This design comes from an exercise in tuning for small area on the open sky130 flow, not from production work.
Only simulation tests tie the RTL to the original design; equivalence was not proved.

## flow/design.v (module list and top-level ports; edited modules follow where they fit)
// module complex_multiplier: 1687 lines
// module cm_fa: 4 lines
// module cm_ha: 4 lines
module complex_multiplier #(parameter INPUT_DATA_WIDTH = 16)
    (
        input  wire                                    i_clk,
        input  wire                                    i_rst,
        input  wire signed [INPUT_DATA_WIDTH-1:0]      i_real_h,
        input  wire signed [INPUT_DATA_WIDTH-1:0]      i_imag_h,
        input  wire signed [INPUT_DATA_WIDTH-1:0]      i_real_y,
        input  wire signed [INPUT_DATA_WIDTH-1:0]      i_imag_y,
        output wire signed [INPUT_DATA_WIDTH*2:0]      o_real,
        output reg  signed [INPUT_DATA_WIDTH*2:0]      o_imag
    );
  // ...
==> flow/flow/run.sh <==
#!/bin/bash
# Layout flow: the standard flow (standard.sh), except that
#  - the port buffers use the smallest buffer cell, sky130_fd_sc_hd__buf_1;
#  - clock tree synthesis uses clkbuf_8 buffers and inserts no dummy loads.
set -euo pipefail
echo 'export BUFFER_PORTS_ARGS = -buffer_cell sky130_fd_sc_hd__buf_1' >> config.mk
echo 'export CTS_ARGS = -sink_clustering_enable -repair_clock_nets -buf_list sky130_fd_sc_hd__clkbuf_8 -dont_use_dummy_load' >> config.mk
bash standard.sh > standard.log 2>&1
==> flow/standard.sh <==
#!/bin/bash
# synth_recipe.tcl (not shown) runs the flow's synth.tcl, then flattens the netlist and writes it again
# the make line also repeats each setting of config.mk as NAME=value (left out here)
make -C /OpenROAD-flow-scripts/flow DESIGN_CONFIG=/design/flow/config.mk WORK_HOME=/design/flow/orfs CLKGATE_MAP_FILE= SYNTH_SCRIPT=/design/flow/synth_recipe.tcl "${@:-finish}"
==> flow/config.mk <==
export PLATFORM = sky130hd
export DESIGN_NAME = complex_multiplier
export DESIGN_NICKNAME = complex_multiplier
export VERILOG_FILES = /design/flow/design.v
export SDC_FILE = /design/flow/constraint.sdc
export NUM_CORES = 4
export LEC_CHECK = 0
export ABC_AREA = 1
export CAP_MARGIN = 20
export CORE_MARGIN = 2
export CORE_UTILIZATION = 40
export CTS_BUF_LIST = sky130_fd_sc_hd__clkbuf_8
export SLEW_MARGIN = 20
export SYNTH_HIERARCHICAL = 1
export SYNTH_MINIMUM_KEEP_SIZE = 0
export BUFFER_PORTS_ARGS = -buffer_cell sky130_fd_sc_hd__buf_1
export CTS_ARGS = -sink_clustering_enable -repair_clock_nets -buf_list sky130_fd_sc_hd__clkbuf_8 -dont_use_dummy_load
==> flow/constraint.sdc <==
create_clock -name core_clock -period 10.0 [get_ports {i_clk}]
set_input_delay 2.0000 -clock core_clock [delete_from_list [all_inputs] [get_ports {i_clk}]]
set_output_delay 2.0000 -clock core_clock [all_outputs]
set_load 0.01 [all_outputs]
==> impl_results.rst, run 1 <==
.. list-table::
   :header-rows: 1

   * - Metric
     - Value
   * - Nets in the synthesized netlist
     - 2,858
   * - Final setup violation count
     - 0
   * - Critical Path Start
     - c[1]$_DFF_P_
   * - Antenna cells
     - 1
   * - Final wirelength
     - 68,800 microns
   * - Post-Syn Area per Cell
     - 10.2 sq um
   * - Met1 Usage GRT
     - 31.2%
   * - Yosys cell types
     - 31
   * - Top routing layer in use
     - met4
   * - Cell types with the largest area share after synthesis
     - sky130_fd_sc_hd__fa_1 (42%), sky130_fd_sc_hd__xor2_1 (14%), sky130_fd_sc_hd__dfxtp_1 (14%)
   * - Outcome
     - complete, no violations
   * - Yosys reg bits
     - 165
   * - Total length of routed met3 wires
     - 5200 microns
   * - Cell with the most instances after synthesis
     - sky130_fd_sc_hd__fa_1
   * - Path depth of the worst reg2reg path
     - 32
   * - Number of resized instances in the post-cts repair step
     - 0
   * - Routed vias/inst
     - 5.62
   * - GR met3 Demand/Resource
     - 5.14%
   * - Number of flip-flops in the largest register
     - 33
   * - Number of buffers added on ports
     - 131
   * - Initial cell density of the core
     - 40.5%
   * - Multi-input combinational cell area
     - 18,100 sq um
   * - Via count
     - 17,200
   * - Instance count of the mapped netlist
     - 2,248
==> inputs of run 2 (changes only) <==
--- a/flow/config.mk
+++ b/flow/config.mk
@@ -12,2 +12,3 @@
 export CTS_BUF_LIST = sky130_fd_sc_hd__clkbuf_8
+export GPL_TIMING_DRIVEN = 0
 export SLEW_MARGIN = 20
==> impl_results.rst, run 2 <==
.. list-table::
   :header-rows: 1

   * - Metric
     - Value
   * - Outcome
     - complete, no violations (unchanged)
   * - Setup slack of the critical path after layout
     - 455 ps (was 622 ps)
   * - Number of buffers and inverters on the critical path
     - 2 (unchanged)
   * - Final number of max-transition violations
     - 0 (unchanged)
   * - Share of layout cells above drive strength 1
     - 6.84% (was 5.60%)
   * - Vias in the first global route
     - 18,500 (was 18,100)
   * - CTS clk-pin slew, worst paths
     - 80 ps (about the same)
   * - DIE AREA
     - 59,200 sq um (unchanged)
   * - Overflow after GRT
     - 0 (unchanged)
   * - Rel. slew slack
     - 27.9% (was 37.0%)
   * - Residual DRC
     - 0 (unchanged)
   * - Longest individual stage delay on the worst path
     - 530 ps (was 520 ps)
   * - Startpoint kind of the worst setup timing path
     - flip-flop (unchanged)
   * - Clock tree from TritonCTS
     - yes (unchanged)
   * - Overall die width
     - 243 microns (unchanged)
   * - Most common cell after layout, fill and taps aside
     - sky130_fd_sc_hd__fa_1 (unchanged)
   * - Drt wl/cell
     - 24.6 microns (was 22.5 microns)
   * - Final hold viol count
     - 0 (unchanged)
   * - Yosys cell types
     - 31 (unchanged)
   * - Commonest cells after routing, fill and taps aside
     - sky130_fd_sc_hd__fa_1 (484), sky130_fd_sc_hd__xor2_1 (379), sky130_fd_sc_hd__o22ai_1 (352) (was sky130_fd_sc_hd__fa_1 (485), sky130_fd_sc_hd__xor2_1 (379), sky130_fd_sc_hd__o22ai_1 (352))
   * - Total global-route track usage
     - 27.2% (was 24.1%)
   * - Setup slack at placement
     - -47.2 ps (was 570 ps)
   * - H-tree levels
     - 4 (unchanged)
   * - Post-synthesis sequential area ratio
     - 14.4% (unchanged)
   * - Hold endpoint
     - real_q[20]$_SDFF_PP0_ (was real_q[27]$_SDFF_PP0_)
   * - Post-Syn Area per Cell
     - 10.2 sq um (unchanged)
   * - Crit path required time
     - 10,420 ps (was 10,440 ps)
   * - Initial DRT Pass Iterations
     - 6 (unchanged)
   * - Yosys top cell by area
     - sky130_fd_sc_hd__fa_1 (unchanged)
   * - Async set-reset flop share out of synthesis
     - 0% (unchanged)
   * - Cell types with the highest counts after synthesis
     - sky130_fd_sc_hd__fa_1 (485), sky130_fd_sc_hd__xor2_1 (379), sky130_fd_sc_hd__o22ai_1 (352) (unchanged)
   * - Upper clock frequency limit
     - 0.105 GHz (was 0.107 GHz)
   * - Slack of the worst reg-to-reg path
     - 450 ps (was 620 ps)
   * - Cell with the most instances after synthesis
     - sky130_fd_sc_hd__fa_1 (unchanged)
   * - Weighted congestion at the end of routability-driven global placement
     - 0.988 (was 0.939)
   * - Critical Path Start
     - s1[1]$_DFF_P_ (was c[1]$_DFF_P_)
   * - Final ANT Viol Nets
     - 0 (unchanged)
   * - Number of buffers added on ports
     - 131 (unchanged)
   * - Floorplan row count
     - 87 (unchanged)
   * - CTS Sinks
     - 165 (unchanged)
   * - Critical R2R Capture
     - real_q[30]$_SDFF_PP0_ (was o_imag[30]$_SDFF_PP0_)
   * - Net total in the final layout
     - 3,010 (was 2,915)
   * - Core region area
     - 56,500 sq um (unchanged)
   * - Number of buffers created by CTS
     - 17 (unchanged)
   * - Worst-margin pin slew
     - 1080 ps (was 946 ps)
   * - Starting DRC count in detailed routing
     - 1,752 (was 1,509)
   * - Initial cell density of the core
     - 40.5% (unchanged)
   * - Post-Route Skew
     - 35.4 ps (was 39.7 ps)
   * - Slowest CP cell
     - sky130_fd_sc_hd__fa_1 (unchanged)
   * - Max_cap viols
     - 0 (unchanged)
   * - CP max FO
     - 10 (was 18)
   * - Root cell of the clock tree
     - sky130_fd_sc_hd__clkbuf_8 (unchanged)
   * - Final setup violation count
     - 0 (unchanged)
   * - Yosys reg bits
     - 165 (unchanged)
   * - Top cell type's share of synthesized area
     - 42.4% (unchanged)
   * - Worst min path class
     - flip-flop to flip-flop (unchanged)
   * - Number of synthesis warnings
     - 7 (unchanged)
   * - Nets in the synthesized netlist
     - 2,858 (unchanged)
   * - Path depth of the worst reg2reg path
     - 30 (was 32)
   * - Chip Height
     - 243 microns (unchanged)
   * - Count of flip-flops with a built-in enable after synthesis
     - 0 (unchanged)
   * - Final wirelength
     - 77,500 microns (was 68,800 microns)
   * - Cell seen most often among critical-path stages
     - sky130_fd_sc_hd__fa_1 (unchanged)
   * - Arrival @ worst endpoint
     - 9960 ps (was 9820 ps)
   * - Top register by number of flip-flops
     - o_imag (unchanged)
   * - Post-route fraction of the period consumed by the critical path
     - 95.5% (was 93.8%)
   * - Type of destination of the critical path
     - flip-flop (unchanged)
   * - Depth of the worst hold-timing path
     - 3 (was 4)
   * - Crit path time final
     - 9550 ps (was 9380 ps)
   * - Detail Placement HPWL
     - 66,600 microns (was 55,600 microns)
   * - Registers with the most flip-flops
     - o_imag x33, real_q x32 (unchanged)
   * - Flip-flop cell with the highest count after synthesis
     - sky130_fd_sc_hd__dfxtp_1 (unchanged)
   * - Delay-heaviest family, CP
     - adder cells (unchanged)
   * - Largest net degree at the start of global routing
     - 19 (was 49)
   * - Routed vias/inst
     - 5.59 (was 5.62)
   * - Instance count of the mapped netlist
     - 2,248 (unchanged)
   * - Number of flip-flops in the largest register
     - 33 (unchanged)
   * - Category of the most critical setup path
     - flip-flop to flip-flop (unchanged)
   * - Area of the mapped netlist
     - 22,900 sq um (unchanged)
   * - Max clock buf depth
     - 2 (unchanged)
   * - Top-Level Pins
     - 132 (unchanged)
   * - Area delta synth->final
     - 7.66% (was 6.17%)
   * - Initial antenna violation count
     - 2 (was 1)
   * - Origin of the worst min-delay path
     - r$_DFF_P_ (unchanged)
   * - Via count
     - 17,700 (was 17,200)
   * - Smallest hold slack
     - 592 ps (was 753 ps)
   * - Insertion delay of the later-clocked pin in the worst-skew pair
     - 590 ps (about the same)
   * - Worst reg2reg path startpoint
     - s1[1]$_DFF_P_ (was c[1]$_DFF_P_)
   * - Cell types with the largest area share after synthesis
     - sky130_fd_sc_hd__fa_1 (42%), sky130_fd_sc_hd__xor2_1 (14%), sky130_fd_sc_hd__dfxtp_1 (14%) (unchanged)
   * - Wire length of the first global-routing pass
     - 117,000 microns (was 107,000 microns)
run 2: Yosys stat by module, one instance, submodules excluded:
module              cell area [sq um]  times used  flops+latches
cm_ha                            12.5          37              0
complex_multiplier              12700           1            165
cm_fa                            20.0         485              0
run 2: repair_timing:
item	4_1_cts	5_1_grt
buffers inserted	0	1
hold buffers	0	0
resized for setup	2	25
hold endpoints to repair	0	0
endpoints found under the setup margin	1	15
run 2: how the worst max path moves through the flow:
| stage | to | slack (ps) | cells past startpoint |
|---|---|---|---|
| floorplan | o_imag[30]$_SDFF_PP0_ | 1000 | 32 |
| global placement | o_imag[30]$_SDFF_PP0_ | -10 | 32 |
| finish | real_q[30]$_SDFF_PP0_ | 450 | 30 |
| detailed placement | o_imag[30]$_SDFF_PP0_ | -50 | 32 |
| CTS | o_imag[30]$_SDFF_PP0_ | 20 | 31 |
| global route | o_imag[30]$_SDFF_PP0_ | -10 | 33 |
run 2: kinds of logic (layout without fill, tap and decap cells):
logic type	count (synthesis)	after routing	share of synthesized area (%)
flip-flops	165	165	14.4
buffers and inverters	356	506	6.54
AND/OR/NAND/NOR	292	292	5.09
XOR/XNOR	393	393	15.1
other	0	2	0
AO/OA/AOI/OAI	498	498	13.3
adder cells (fa/ha/maj)	544	544	45.6
run 2: cell type report:
type,count,area (sq um)
antenna,2,5.00
buffer,159,778
clock buffer,17,234
fill,5487,31800
inverter,197,743
multi-input combinational,1727,18100
sequential,165,3310
tap,756,946
timing repair buffer,133,507
run 2: tightest hold or removal path, stage by stage (launching register included):
cell,delay (ps)
sky130_fd_sc_hd__dfxtp_1,310
sky130_fd_sc_hd__nor2_1,100
sky130_fd_sc_hd__o21ai_0,90
sky130_fd_sc_hd__a21oi_1,40
run 2: metrics by stage:
stage,area [sq um],cells,TNS [ps],util (%)
2_1_floorplan,22900,2248,0,-
3_3_place_gp,24300,3135,-10.3,43.1
3_5_place_dp,24300,3136,-47.2,43.1
4_1_cts,24600,3153,0,43.5
5_1_grt,24700,3155,-13.5,43.6
6_report,24700,3156,0,43.6
run 2: layer usage:
layer	GRT usage (%)	part of all wire (%)
met5	0	0
met4	14.5	5.7
met1	38.1	43
met2	40.7	44
met3	3.89	6.7
==> inputs of run 3 (changes only) <==
==> flow/flow/run.sh (replaced) <==
#!/bin/bash
# Layout flow: the standard flow (standard.sh), except that
#  - the port buffers use the smallest buffer cell, sky130_fd_sc_hd__buf_1;
#  - clock tree synthesis uses clkbuf_8 buffers and inserts no dummy loads;
#  - timing-driven global placement does not keep the buffers and resizing
#    of its internal timing repair (repair_timing after CTS and global
#    routing still fixes any real violation).
set -euo pipefail
echo 'export BUFFER_PORTS_ARGS = -buffer_cell sky130_fd_sc_hd__buf_1' >> config.mk
echo 'export CTS_ARGS = -sink_clustering_enable -repair_clock_nets -buf_list sky130_fd_sc_hd__clkbuf_8 -dont_use_dummy_load' >> config.mk
echo 'export GPL_KEEP_OVERFLOW = 0' >> config.mk
bash standard.sh > standard.log 2>&1
--- a/flow/config.mk
+++ b/flow/config.mk
@@ -12,3 +12,2 @@
 export CTS_BUF_LIST = sky130_fd_sc_hd__clkbuf_8
-export GPL_TIMING_DRIVEN = 0
 export SLEW_MARGIN = 20
@@ -18 +17,2 @@
 export CTS_ARGS = -sink_clustering_enable -repair_clock_nets -buf_list sky130_fd_sc_hd__clkbuf_8 -dont_use_dummy_load
+export GPL_KEEP_OVERFLOW = 0
==> impl_results.rst, run 3 <==
.. list-table::
   :header-rows: 1

   * - Metric
     - Value
   * - Outcome
     - complete, no violations (unchanged)
   * - Capturing instance or port of the critical path
     - real_q[30]$_SDFF_PP0_ (unchanged)
   * - Chip Height
     - 243 microns (unchanged)
   * - Detail Placement HPWL
     - 55,000 microns (was 66,600 microns)
   * - Rel. slew slack
     - 33.8% (was 27.9%)
   * - Routed vias/inst
     - 5.71 (was 5.59)
   * - Count of flip-flops with a built-in enable after synthesis
     - 0 (unchanged)
   * - Top cell type's share of synthesized area
     - 42.4% (unchanged)
   * - Category of the most critical setup path
     - flip-flop to flip-flop (unchanged)
   * - Cell types with the highest counts after synthesis
     - sky130_fd_sc_hd__fa_1 (485), sky130_fd_sc_hd__xor2_1 (379), sky130_fd_sc_hd__o22ai_1 (352) (unchanged)
   * - Cell seen most often among critical-path stages
     - sky130_fd_sc_hd__fa_1 (unchanged)
   * - Share of the core filled with cells
     - 42.5% (was 43.6%)
   * - Initial DRT Pass Iterations
     - 7 (was 6)
   * - Flip-flop cell with the highest count after synthesis
     - sky130_fd_sc_hd__dfxtp_1 (unchanged)
   * - Non-filler instance count after layout
     - 3,002 (was 3,156)
   * - CTS clk-pin slew, worst paths
     - 100 ps (was 80 ps)
   * - Startpoint kind of the worst setup timing path
     - flip-flop (unchanged)
   * - Number of flip-flops in the largest register
     - 33 (unchanged)
   * - Instance count of the mapped netlist
     - 2,248 (unchanged)
   * - Commonest cells after routing, fill and taps aside
     - sky130_fd_sc_hd__fa_1 (485), sky130_fd_sc_hd__xor2_1 (379), sky130_fd_sc_hd__o22ai_1 (352) (was sky130_fd_sc_hd__fa_1 (484), sky130_fd_sc_hd__xor2_1 (379), sky130_fd_sc_hd__o22ai_1 (352))
   * - Nets in the synthesized netlist
     - 2,858 (unchanged)
   * - Cell with the most instances after synthesis
     - sky130_fd_sc_hd__fa_1 (unchanged)
   * - CTS Sinks
     - 165 (unchanged)
   * - Final setup violation count
     - 0 (unchanged)
   * - Initial antenna violation count
     - 0 (was 2)
   * - Async set-reset flop share out of synthesis
     - 0% (unchanged)
   * - Area delta synth->final
     - 4.73% (was 7.66%)
   * - Post-synthesis sequential area ratio
     - 14.4% (unchanged)
   * - H-tree levels
     - 4 (unchanged)
   * - CP max FO
     - 21 (was 10)
   * - Number of buffers added to fix hold violations after cts
     - 0 (unchanged)
   * - Worst-margin pin slew
     - 992 ps (was 1080 ps)
   * - Crit path required time
     - 10,430 ps (was 10,420 ps)
   * - Residual DRC
     - 0 (unchanged)
   * - DIE AREA
     - 59,200 sq um (unchanged)
   * - Largest net degree at the start of global routing
     - 49 (was 19)
   * - Number of buffers created by CTS
     - 17 (unchanged)
   * - Root cell of the clock tree
     - sky130_fd_sc_hd__clkbuf_8 (unchanged)
   * - Drt wl/cell
     - 22.9 microns (was 24.6 microns)
   * - Yosys reg bits
     - 165 (unchanged)
   * - Final ANT Viol Nets
     - 0 (unchanged)
   * - Number of buffers added on ports
     - 131 (unchanged)
   * - Max_cap viols
     - 0 (unchanged)
   * - Final hold viol count
     - 0 (unchanged)
   * - Slack of the worst reg-to-reg path
     - 500 ps (was 450 ps)
   * - Starting DRC count in detailed routing
     - 1,664 (was 1,752)
   * - Overflow after GRT
     - 0 (unchanged)
   * - Worst min path class
     - flip-flop to flip-flop (unchanged)
   * - Worst reg2reg path startpoint
     - c[1]$_DFF_P_ (was s1[1]$_DFF_P_)
   * - Insertion delay of the later-clocked pin in the worst-skew pair
     - 590 ps (about the same)
   * - Number of cells after detailed placement
     - 2,978 (was 3,136)
   * - Type of destination of the critical path
     - flip-flop (unchanged)
   * - Area of the mapped netlist
     - 22,900 sq um (unchanged)
   * - Weighted congestion at the end of routability-driven global placement
     - 0.911 (was 0.988)
   * - Net total in the final layout
     - 2,856 (was 3,010)
   * - Critical Path Start
     - c[1]$_DFF_P_ (was s1[1]$_DFF_P_)
   * - Wire length of the first global-routing pass
     - 107,000 microns (was 117,000 microns)
   * - Post-Syn Area per Cell
     - 10.2 sq um (unchanged)
   * - Max clock buf depth
     - 2 (unchanged)
   * - Yosys cell types
     - 31 (unchanged)
   * - Most common cell after layout, fill and taps aside
     - sky130_fd_sc_hd__fa_1 (unchanged)
   * - Critical R2R Capture
     - real_q[30]$_SDFF_PP0_ (unchanged)
   * - Setup repair after global routing missed its margin
     - yes
   * - Path depth of the worst reg2reg path
     - 31 (was 30)
   * - Number of synthesis warnings
     - 7 (unchanged)
   * - Post-route fraction of the period consumed by the critical path
     - 95.0% (was 95.5%)
   * - Core region area
     - 56,500 sq um (unchanged)
   * - Share of layout cells above drive strength 1
     - 4.19% (was 6.84%)
   * - Vias in the first global route
     - 17,800 (was 18,500)
   * - Top-Level Pins
     - 132 (unchanged)
   * - Cell types with the largest area share after synthesis
     - sky130_fd_sc_hd__fa_1 (42%), sky130_fd_sc_hd__xor2_1 (14%), sky130_fd_sc_hd__dfxtp_1 (14%) (unchanged)
   * - Clock tree from TritonCTS
     - yes (unchanged)
   * - Floorplan row count
     - 87 (unchanged)
   * - Initial cell density of the core
     - 40.5% (unchanged)
   * - Longest individual stage delay on the worst path
     - 520 ps (was 530 ps)
   * - Registers with the most flip-flops
     - o_imag x33, real_q x32 (unchanged)
   * - Total global-route track usage
     - 23.9% (was 27.2%)
   * - Via count
     - 17,100 (was 17,700)
   * - Slowest CP cell
     - sky130_fd_sc_hd__fa_1 (unchanged)
   * - Post-Route Skew
     - 41.8 ps (was 35.4 ps)
   * - Overall die width
     - 243 microns (unchanged)
   * - Final wirelength
     - 68,600 microns (was 77,500 microns)
   * - Upper clock frequency limit
     - 0.105 GHz (about the same)
   * - Crit path time final
     - 9500 ps (was 9550 ps)
   * - Yosys top cell by area
     - sky130_fd_sc_hd__fa_1 (unchanged)
   * - Top register by number of flip-flops
     - o_imag (unchanged)
   * - Final number of max-transition violations
     - 0 (unchanged)
   * - Arrival @ worst endpoint
     - 9930 ps (was 9960 ps)
-- run 3: cell counts after synthesis --
No cell type changed its count.
-- run 3: kinds of logic after synthesis --
group	count (synthesis)	synth area share (%)
adder cells (fa/ha/maj)	544	45.6
buffers and inverters	356	6.54
AND/OR/NAND/NOR	292	5.09
AO/OA/AOI/OAI	498	13.3
flip-flops	165	14.4
XOR/XNOR	393	15.1
-- run 3: stage by stage --
stage | hold WS [ps] | TNS [ps] | cell area (sq um) | setup WS, ps
floorplan | 531 | 0 | 22900 | 998
global placement | 894 | -2230 | 23600 | -460
detailed placement | 591 | -3670 | 23600 | -540
CTS | 600 | 0 | 23900 | 7.69
global route | 626 | -19.3 | 24000 | -19.3
finish | 581 | 0 | 24000 | 497
-- run 3: cell type report --
cell class | instances | area (sq um)
Fill cell | 5506 | 32500
Antenna cell | 2 | 5.00
Multi-Input combinational cell | 1727 | 18200
Inverter | 197 | 747
Clock buffer | 17 | 234
Sequential cell | 165 | 3330
Timing Repair Buffer | 138 | 556
Tap cell | 756 | 946
-- run 3: worst min path at each step --
stage | start | endpoint | depth (start not counted)
after floorplan | r$_DFF_P_ | o_imag[20]$_SDFF_PP0_ | 3
after global placement | s2[0]$_DFF_P_ | o_imag[0]$_SDFF_PP0_ | 5
after detailed placement | r$_DFF_P_ | real_q[27]$_SDFF_PP0_ | 3
after CTS | r$_DFF_P_ | real_q[19]$_SDFF_PP0_ | 3
after global routing | r$_DFF_P_ | real_q[19]$_SDFF_PP0_ | 3
final | r$_DFF_P_ | real_q[19]$_SDFF_PP0_ | 3
-- run 3: layer usage --
metal	part of all wire [%]	up-vias	wire [microns]	global-route usage, %
met2	47	847	32400	37.7
met1	41	8740	28000	31.8
li1	-	7386	-	-
met5	0	-	0	0
met3	6.4	159	4390	3.22
met4	5.6	0	3850	13.2
-- run 3: what timing repair did --
action	in CTS	in global routing
gates resized for setup	6	17
setup endpoints to repair	17	15
setup buffers	0	5
pin swaps	0	1
-- run 3: modules after synthesis, one instance, submodules excluded --
| module | flip-flops and latches | cell area [sq um] | copies in the design | cells inside |
|---|---|---|---|---|
| complex_multiplier | 165 | 12700 | 1 | 1726 |
| cm_fa | 0 | 20.0 | 485 | 1 |
| cm_ha | 0 | 12.5 | 37 | 1 |
-- run 3: worst max-delay path, delay by kind of cell, from the launching register on --
kind	cells	cell delay, ps
DFF	1	440
adders and majority gates	18	7140
buffers and inverters	1	120
and+or+nand+nor	9	1190
xor gates and xnor gates	2	350
AOI/OAI and AO/OA	1	120
==> inputs of run 4 (changes only) <==
--- a/flow/config.mk
+++ b/flow/config.mk
@@ -10,3 +10,3 @@
 export CORE_MARGIN = 2
-export CORE_UTILIZATION = 40
+export CORE_UTILIZATION = 60
 export CTS_BUF_LIST = sky130_fd_sc_hd__clkbuf_8
==> impl_results.rst, run 4 <==
.. list-table::
   :header-rows: 1

   * - Metric
     - Value
   * - Outcome
     - complete, no violations (unchanged)
   * - Area delta synth->final
     - 3.21% (was 4.73%)
   * - Synthesized-area fraction occupied by ao, oa, aoi and oai cells
     - 13.3% (unchanged)
   * - Async set-reset flop share out of synthesis
     - 0% (unchanged)
   * - Rel. slew slack
     - 29.5% (was 33.8%)
   * - Main combinational cell family by area after synthesis
     - adder cells (unchanged)
   * - Fill cell count
     - 3,225 (was 5,506)
   * - Core region area
     - 37,700 sq um (was 56,500 sq um)
   * - Final ANT Viol Nets
     - 0 (unchanged)
   * - Delay-heaviest family, CP
     - adder cells (unchanged)
   * - Overflow after GRT
     - 0 (unchanged)
   * - Nets in the synthesized netlist
     - 2,858 (unchanged)
   * - Wire length of the first global-routing pass
     - 102,000 microns (was 107,000 microns)
   * - Setup repair after global routing missed its margin
     - no (was yes)
   * - Cell with the most instances after synthesis
     - sky130_fd_sc_hd__fa_1 (unchanged)
   * - Number of synthesis warnings
     - 7 (unchanged)
   * - Cell seen most often among critical-path stages
     - sky130_fd_sc_hd__fa_1 (unchanged)
   * - Post-Syn Area per Cell
     - 10.2 sq um (unchanged)
   * - Insertion delay of the later-clocked pin in the worst-skew pair
     - 580 ps (was 590 ps)
   * - Simple-gate portion of the synthesized area
     - 5.09% (unchanged)
   * - Smallest hold slack
     - 588 ps (was 581 ps)
   * - Category of the most critical setup path
     - flip-flop to flip-flop (unchanged)
   * - Clock tree from TritonCTS
     - yes (unchanged)
   * - Area of the mapped netlist
     - 22,900 sq um (unchanged)
   * - Count of flip-flops with a built-in enable after synthesis
     - 0 (unchanged)
   * - Cell types with the highest counts after synthesis
     - sky130_fd_sc_hd__fa_1 (485), sky130_fd_sc_hd__xor2_1 (379), sky130_fd_sc_hd__o22ai_1 (352) (unchanged)
   * - Root cell of the clock tree
     - sky130_fd_sc_hd__clkbuf_8 (unchanged)
   * - Number of buffers and inverters on the critical path
     - 1 (unchanged)
   * - Post-Route Skew
     - 33.5 ps (was 41.8 ps)
   * - Yosys reg bits
     - 165 (unchanged)
   * - Post-Synth Adder-Cell Area
     - 45.6% (unchanged)
   * - Detail Placement HPWL
     - 52,200 microns (was 55,000 microns)
   * - Crit path required time
     - 10,450 ps (was 10,430 ps)
   * - Worst-margin pin slew
     - 1060 ps (was 992 ps)
   * - Number of buffers created by CTS
     - 17 (unchanged)
   * - Share of layout cells above drive strength 1
     - 4.15% (was 4.19%)
   * - Instance count of the mapped netlist
     - 2,248 (unchanged)
   * - Top cell type's share of synthesized area
     - 42.4% (unchanged)
   * - Final hold viol count
     - 0 (unchanged)
   * - Final number of max-transition violations
     - 0 (unchanged)
   * - Arrival @ worst endpoint
     - 10,090 ps (was 9930 ps)
   * - Initial cell density of the core
     - 60.8% (was 40.5%)
   * - CTS Sinks
     - 165 (unchanged)
   * - Slowest CP cell
     - sky130_fd_sc_hd__o21ai_2 (was sky130_fd_sc_hd__fa_1)
   * - Commonest cells after routing, fill and taps aside
     - sky130_fd_sc_hd__fa_1 (485), sky130_fd_sc_hd__xor2_1 (379), sky130_fd_sc_hd__o22ai_1 (352) (unchanged)
   * - Weighted congestion at the end of routability-driven global placement
     - 0.939 (was 0.911)
   * - Registers with the most flip-flops
     - o_imag x33, real_q x32 (unchanged)
   * - Crit path time final
     - 9640 ps (was 9500 ps)
   * - Share of the core filled with cells
     - 62.8% (was 42.5%)
   * - CTS clk-pin slew, worst paths
     - 90 ps (was 100 ps)
   * - Cell types with the largest area share after synthesis
     - sky130_fd_sc_hd__fa_1 (42%), sky130_fd_sc_hd__xor2_1 (14%), sky130_fd_sc_hd__dfxtp_1 (14%) (unchanged)
   * - Net total in the final layout
     - 2,854 (was 2,856)
   * - Type of destination of the critical path
     - flip-flop (unchanged)
   * - Via count
     - 17,100 (about the same)
   * - Floorplan row count
     - 71 (was 87)
   * - Max clock buf depth
     - 2 (unchanged)
   * - Portion of netlist area occupied by mux cells
     - 0% (unchanged)
   * - Antenna cells
     - 0 (was 2)
   * - Number of buffers added to fix hold violations after cts
     - 0 (unchanged)
   * - Top-Level Pins
     - 132 (unchanged)
   * - Chip Height
     - 199 microns (was 243 microns)
   * - Total global-route track usage
     - 35.4% (was 23.9%)
   * - Vias in the first global route
     - 17,700 (was 17,800)
   * - Max_cap viols
     - 0 (unchanged)
   * - Initial antenna violation count
     - 0 (unchanged)
   * - Residual DRC
     - 0 (unchanged)
   * - Longest individual stage delay on the worst path
     - 620 ps (was 520 ps)
   * - Post-synthesis sequential area ratio
     - 14.4% (unchanged)
   * - Startpoint kind of the worst setup timing path
     - flip-flop (unchanged)
   * - Largest net degree at the start of global routing
     - 38 (was 49)
   * - Setup slack of the critical path after layout
     - 357 ps (was 497 ps)
   * - Yosys cell types
     - 31 (unchanged)
   * - Overall die width
     - 199 microns (was 243 microns)
   * - Post-route fraction of the period consumed by the critical path
     - 96.4% (was 95.0%)
   * - Worst min path class
     - flip-flop to flip-flop (unchanged)
   * - DIE AREA
     - 39,800 sq um (was 59,200 sq um)
   * - Yosys top cell by area
     - sky130_fd_sc_hd__fa_1 (unchanged)
   * - Routed vias/inst
     - 6.21 (was 5.71)
   * - Setup slack at placement
     - -413 ps (was -540 ps)
   * - Starting DRC count in detailed routing
     - 1,633 (was 1,664)
   * - Upper clock frequency limit
     - 0.104 GHz (was 0.105 GHz)
   * - Initial DRT Pass Iterations
     - 5 (was 7)
   * - Most common cell after layout, fill and taps aside
     - sky130_fd_sc_hd__fa_1 (unchanged)
   * - CP max FO
     - 18 (was 21)
   * - Number of buffers added on ports
     - 131 (unchanged)
   * - Final wirelength
     - 65,900 microns (was 68,600 microns)
   * - Drt wl/cell
     - 23.9 microns (was 22.9 microns)
   * - H-tree levels
     - 4 (unchanged)
   * - Xor/xnor share of the synthesized area
     - 15.1% (unchanged)
   * - Top register by number of flip-flops
     - o_imag (unchanged)
   * - Final setup violation count
     - 0 (unchanged)
   * - Number of flip-flops in the largest register
     - 33 (unchanged)
   * - Flip-flop cell with the highest count after synthesis
     - sky130_fd_sc_hd__dfxtp_1 (unchanged)
run 4: cell types whose count changed in the layout (fill, tap and decap cells not counted), moves of 2 or more:
| cell | change |
|---|---|
| sky130_fd_sc_hd__o21ai_4 | -3 |
| sky130_fd_sc_hd__diode_2 | -2 |
| sky130_fd_sc_hd__o21ai_2 | +3 |
| sky130_fd_sc_hd__nand2_4 | -2 |
| sky130_fd_sc_hd__nand2_2 | +2 |
| sky130_fd_sc_hd__buf_4 | -2 |
run 4: worst reg2reg max path: cells and delay by family, from the launching register on:
kind / cells / cell delay [ps]
AO/OA/AOI/OAI: 2 / 790
XOR/XNOR: 2 / 450
adder cells (fa/ha/maj): 17 / 6810
buffers and inverters: 1 / 270
flip-flops: 1 / 490
AND/OR/NAND/NOR: 7 / 720
run 4: worst paths after layout:
kind,start,endpoint,slack (ps),depth (start not counted)
setup reg to reg,b[3]$_DFF_P_,real_q[30]$_SDFF_PP0_,360,29
hold reg to reg,r$_DFF_P_,real_q[27]$_SDFF_PP0_,590,3
setup / recovery,b[3]$_DFF_P_,real_q[30]$_SDFF_PP0_,360,29
hold / removal,r$_DFF_P_,real_q[27]$_SDFF_PP0_,590,3
run 4: per-stage QoR:
| step | area [sq um] | TNS [ps] | cells |
|---|---|---|---|
| finish | 23600 | 0 | 2753 |
| global route | 23600 | 0 | 2753 |
| CTS | 23600 | 0 | 2750 |
| detailed placement | 23300 | -2430 | 2733 |
| global placement | 23300 | -5190 | 2731 |
| floorplan | 22900 | 0 | 2248 |
run 4: kinds of logic (layout without fill, tap and decap cells):
logic type | count (synthesis) | count (layout)
adder cells (fa/ha/maj) | 544 | 544
AO/OA/AOI/OAI | 498 | 498
XOR/XNOR | 393 | 393
buffers and inverters | 356 | 350
AND/OR/NAND/NOR | 292 | 292
flip-flops | 165 | 165
run 4: area by class of cell:
| class | instances | area [sq um] | share of cell area [%] |
|---|---|---|---|
| Sequential cell | 165 | 3330 | 14.1 |
| Inverter | 197 | 744 | 3.15 |
| Tap cell | 511 | 639 | 2.70 |
| Multi-Input combinational cell | 1727 | 18100 | 76.7 |
| Timing Repair Buffer | 136 | 549 | 2.32 |
| Clock buffer | 17 | 234 | 0.990 |
run 4: modules after synthesis (local to each module, per instance):
module / cells inside / times used
cm_fa: 1 / 485
cm_ha: 1 / 37
complex_multiplier: 1726 / 1
run 4: routing by layer:
layer / GRT usage, % / vias up / routed length (microns)
li1: - / 7375 / -
met1: 46.7 / 8572 / 25800
met2: 52.3 / 926 / 29000
met3: 6.13 / 223 / 5410
met4: 27.1 / 0 / 5680
met5: 0 / - / 0
run 4: timing repair:
action | 4_1_cts | 5_1_grt
gates resized for setup | 5 | 13
endpoints found under the setup margin | 17 | 17
pin swaps | 0 | 0
buffers inserted | 0 | 3

-- re-timing with driven ports --
The flow's constraints put no driver on any port. The routed layouts listed below were extracted and timed again, unchanged, in two steps. Step 1, drivers: a clkbuf_16 drives i_clk and a buf_2 each remaining input, both assumed. Step 2 moves the port delays by t, midway between the first and last clock arrival at a register: inputs arrive t later, outputs are due t later. That takes back most of the time a late clock gives input paths. Three values: ideal ports, drivers, drivers and shift; two values: the first two.
run	t (ns)	setup WS [ns]	pins driven straight from the clock port
run 1	0.619	0.622 / 0.622 / 0.622	1
run 2	0.621	0.455 / 0.455 / 0.455	1
run 3	0.619	0.497 / 0.497 / 0.497	1
run 4	0.615	0.357 / 0.357 / 0.357	1
After both steps every run listed still meets setup and hold.
